This design comes from an exercise in tuning for small area, a short achievable clock period and few clock cycles per item on the open sky130 flow, not from production work.
In this exercise RTL edits were held to simulation tests only and were not proved equivalent to the original.
Power figures rest on the tool's default switching activity, not on a simulated workload. No driver is modelled on the clock port, so clocking that relies on it looks cheaper here than on a real chip.

==> flow/design.v <==
`timescale 1ns/1ps
module dut(
    clk    ,
    rst_n  ,
    addr   ,
    din    ,
    rw     ,
    enable ,
    dout   ,
    txd    ,
    tx_vld ,
    rxd    ,
    rx_vld
);
input         clk    ;
input         rst_n  ;
input  [7:0 ] addr   ;
input  [31:0] din    ;
input         rw     ;
input         enable ;
output [31:0] dout   ;
input  [7:0 ] rxd    ;
input         rx_vld ;
output [7:0 ] txd    ;
output        tx_vld ;
reg  [7:0 ] txd  ;
reg         tx_vld ;
function lt10;
    input [9:0] a;
    input [9:0] b;
    integer k;
    reg r;
    begin
        r = 1'b0;
        for (k = 0; k < 10; k = k + 1)
            r = (~a[k] & b[k]) | ((~a[k] | b[k]) & r);
        lt10 = r;
    end
endfunction
reg         pkt_en ;
reg  [8:0 ] min_pkt_size ;    
reg  [9:0 ] max_pkt_size ;
wire        write = ~rw & enable;
wire [9:0 ] d     = din[9:0];
always @(posedge clk or negedge rst_n) begin
    if (!rst_n) begin
        pkt_en       <= 1'b0;
        min_pkt_size <= 9'd64;
        max_pkt_size <= 10'd512;
    end
    else if (write) begin
        if (addr == 8'h0)
            pkt_en <= d[0];
        if ((addr == 8'h4) && (|d[9:6]) && lt10(d, max_pkt_size))
            min_pkt_size <= d[8:0];
        if ((addr == 8'h8) && (~d[9] | ~|d[8:0]) && lt10({1'b0, min_pkt_size}, d))
            max_pkt_size <= d;
    end
end
assign dout[31:10] = 22'h0;
wire [9:0] dz76, dz54, dz10, dt8, dt4;
genvar g;
generate
    for (g = 0; g < 10; g = g + 1) begin : g_dout
        g_nor2  u_z76 (.a(addr[7]), .b(addr[6]), .y(dz76[g]));
        g_nor2  u_z54 (.a(addr[5]), .b(addr[4]), .y(dz54[g]));
        g_nor2  u_z10 (.a(addr[1]), .b(addr[0]), .y(dz10[g]));
        g_and3b u_t8  (.an(addr[2]), .b(addr[3]), .c(max_pkt_size[g]), .y(dt8[g]));
        if (g == 0) begin : g_b0
            wire t4, t0;
            g_and3b u_t4 (.an(addr[3]), .b(addr[2]), .c(min_pkt_size[0]), .y(t4));
            g_nor3b u_t0 (.a(addr[3]), .b(addr[2]), .cn(pkt_en), .y(t0));
            g_o3111a u_y (.a1(dt8[0]), .a2(t4), .a3(t0), .b1(dz76[0]), .c1(dz54[0]), .d1(dz10[0]), .x(dout[0]));
        end
        else if (g < 9) begin : g_b
            g_and3b u_t4 (.an(addr[3]), .b(addr[2]), .c(min_pkt_size[g]), .y(dt4[g]));
            g_o2111a u_y (.a1(dt8[g]), .a2(dt4[g]), .b1(dz76[g]), .c1(dz54[g]), .d1(dz10[g]), .x(dout[g]));
        end
        else begin : g_b9
            g_and4 u_y (.a(dt8[9]), .b(dz76[9]), .c(dz54[9]), .d(dz10[9]), .x(dout[9]));
        end
    end
endgenerate
reg  [4095:0] line ;
always @(posedge clk)
    line <= {line[4087:0], rxd};
reg         rx_prev ;    
reg         second ;     
reg  [9:0 ] cnt ;        
reg         over ;       
reg         hdr_ok ;
reg  [4:0 ] tap ;        
reg         pend ;
reg  [3:0 ] wait_cnt ;
wire        frame_end = rx_prev & ~rx_vld;
wire        accept    = pkt_en & hdr_ok & ~over & ~lt10(max_pkt_size, cnt) &
                        ~lt10(cnt, {1'b0, min_pkt_size});
wire        aligned   = (cnt[3:0] == 4'h0);
wire        start     = (frame_end & accept & aligned) | (pend & (wait_cnt == 4'h0));
always @(posedge clk or negedge rst_n) begin
    if (!rst_n) begin
        rx_prev <= 1'b0;
        pend    <= 1'b0;
        tx_vld  <= 1'b0;
    end
    else begin
        rx_prev <= rx_vld;
        if (frame_end & accept & ~aligned)
            pend <= 1'b1;
        else if (start)
            pend <= 1'b0;
        if (start)
            tx_vld <= 1'b1;
        else if (cnt == 10'd1)
            tx_vld <= 1'b0;
    end
end
always @(posedge clk) begin
    second <= rx_vld & ~rx_prev;
    if (rx_vld) begin
        tap <= cnt[8:4];
        if (!rx_prev) begin
            cnt  <= 10'd1;
            over <= 1'b0;
        end
        else begin
            cnt  <= cnt + 10'd1;
            over <= over | cnt[9];
        end
        if (second)
            hdr_ok <= (line[7:0] == 8'h55) & (rxd == 8'hd5);
    end
    else if (tx_vld)
        cnt <= cnt - 10'd1;
    if (frame_end)
        wait_cnt <= ~cnt[3:0];
    else
        wait_cnt <= wait_cnt - 4'd1;
end
reg  [7:0 ] tap_data ;
integer     i ;
always @(*) begin
    tap_data = 8'h0;
    for (i = 3; i < 32; i = i + 1)
        tap_data = tap_data | (line[(16*i+15)*8 +: 8] & {8{tap == i}});
end
always @(posedge clk)
    txd <= tap_data;
endmodule
module g_nor2(a, b, y);
input a, b;
output y;
assign y = ~(a | b);
endmodule
module g_and3b(an, b, c, y);
input an, b, c;
output y;
assign y = ~an & b & c;
endmodule
module g_nor3b(a, b, cn, y);
input a, b, cn;
output y;
assign y = ~(a | b | ~cn);
endmodule
module g_o2111a(a1, a2, b1, c1, d1, x);
input a1, a2, b1, c1, d1;
output x;
assign x = (a1 | a2) & b1 & c1 & d1;
endmodule
module g_o3111a(a1, a2, a3, b1, c1, d1, x);
input a1, a2, a3, b1, c1, d1;
output x;
assign x = (a1 | a2 | a3) & b1 & c1 & d1;
endmodule
module g_and4(a, b, c, d, x);
input a, b, c, d;
output x;
assign x = a & b & c & d;
endmodule
clock: 9.0 ns
lec_check: 0
cap_margin: 40
core_margin: 2
core_utilization: 60
cts_buf_list: sky130_fd_sc_hd__clkbuf_8
cts_cluster_diameter: 50
cts_cluster_size: 20
place_density: 0.7
setup_slack_margin: 5
slew_margin: 40
synth_hierarchical: 1
synth_minimum_keep_size: 0
standard.sh (not shown) runs the stock make flow with config.mk's settings and CLKGATE_MAP_FILE= SYNTH_SCRIPT=/design/flow/synth_recipe.tcl, a recipe that flattens the netlist after the stock synthesis.
==> flow/flow/run.sh <==
#!/bin/bash
# The standard layout, with two changes to how ORFS is driven:
#  - clock tree synthesis without dummy loads, with clkbuf_8 clusters of <= 20 sinks
#  - port buffers start as buf_1 (the resizer sizes them up where timing needs it)
set -euo pipefail
export CTS_ARGS="-sink_clustering_enable -repair_clock_nets -buf_list sky130_fd_sc_hd__clkbuf_16 -sink_clustering_size 32 -sink_clustering_max_diameter 60 -dont_use_dummy_load"
export BUFFER_PORTS_ARGS="-buffer_cell sky130_fd_sc_hd__buf_1"
bash standard.sh > flow_make.log 2>&1
The baseline went through all stages and came out clean.
Testbench counts at the start, summed over its fixed seeds: cycles 100,898, frames 156.
==> next run, changes <==
--- a/flow/flow/run.sh
+++ b/flow/flow/run.sh
@@ -6 +6 @@
-export CTS_ARGS="-sink_clustering_enable -repair_clock_nets -buf_list sky130_fd_sc_hd__clkbuf_16 -sink_clustering_size 32 -sink_clustering_max_diameter 60 -dont_use_dummy_load"
+export CTS_ARGS="-sink_clustering_enable -repair_clock_nets -buf_list sky130_fd_sc_hd__clkbuf_8 -sink_clustering_size 24 -sink_clustering_max_diameter 40 -dont_use_dummy_load"
CORE_UTILIZATION = 80   (was 60)
PLACE_DENSITY = 0.9   (was 0.7)
After rerunning:
- With this change the flow stopped in detailed placement (3_5_place_dp)
- area after synthesis is unchanged
- synthesized cell count is unchanged
==> next run, changes <==
--- a/flow/flow/run.sh
+++ b/flow/flow/run.sh
@@ -6 +6 @@
-export CTS_ARGS="-sink_clustering_enable -repair_clock_nets -buf_list sky130_fd_sc_hd__clkbuf_8 -sink_clustering_size 24 -sink_clustering_max_diameter 40 -dont_use_dummy_load"
+export CTS_ARGS="-sink_clustering_enable -repair_clock_nets -buf_list sky130_fd_sc_hd__clkbuf_8 -sink_clustering_size 20 -sink_clustering_max_diameter 40 -dont_use_dummy_load"
CORE_UTILIZATION = 75   (was 80)
PLACE_DENSITY = 0.85   (was 0.9)
Result:
- With this change the flow went through all stages and came out clean
- area after synthesis does not change
- synthesized cell count is unchanged
==> next run, changes <==
--- a/flow/flow/run.sh
+++ b/flow/flow/run.sh
@@ -6 +6 @@
-export CTS_ARGS="-sink_clustering_enable -repair_clock_nets -buf_list sky130_fd_sc_hd__clkbuf_8 -sink_clustering_size 20 -sink_clustering_max_diameter 40 -dont_use_dummy_load"
+export CTS_ARGS="-sink_clustering_enable -repair_clock_nets -buf_list sky130_fd_sc_hd__clkbuf_8 -sink_clustering_size 20 -sink_clustering_max_diameter 50 -dont_use_dummy_load"
CORE_UTILIZATION = 60   (was 75)
PLACE_DENSITY = 0.7   (was 0.85)
Routed wire length falls by 27%.
Sequential power barely changes.
Setup slack is worse by 0.0043 ns.
Final cell count climbs by 5.3%.
Global-route usage decreases by 11 points.
Design area barely changes.
Power decreases by 3.2%.
Via count shrinks by 6.4%.
Synthesized area stays the same.

## port drivers added, routing unchanged
The flow's constraints put no driver on any port. The routed layouts listed below were extracted and timed again, unchanged, in two steps. Step 1, drivers: a clkbuf_16 drives clk and a buf_2 each remaining input, both assumed. Step 2 moves the port delays by t, midway between the first and last clock arrival at a register: inputs arrive t later, outputs are due t later. That takes back most of the time a late clock gives input paths. Three values: ideal, step 1, step 2; two values: the first two.
run | shift t [ns] | slack for setup (ns) | worst setup path after step 2 | clock arrival spread, ns | pins driven straight from the clock port
the first run | 0.850 | 4.708 / 4.451 / 4.451 | input to output | 0.127 / 0.127 | 1
the third run | 1.018 | 4.712 / 4.471 / 4.471 | input to output | 0.111 / 0.111 | 1
the fourth run | 0.964 | 4.708 / 4.451 / 4.451 | input to output | 0.150 / 0.151 | 1
After both steps every run listed still meets setup and hold.
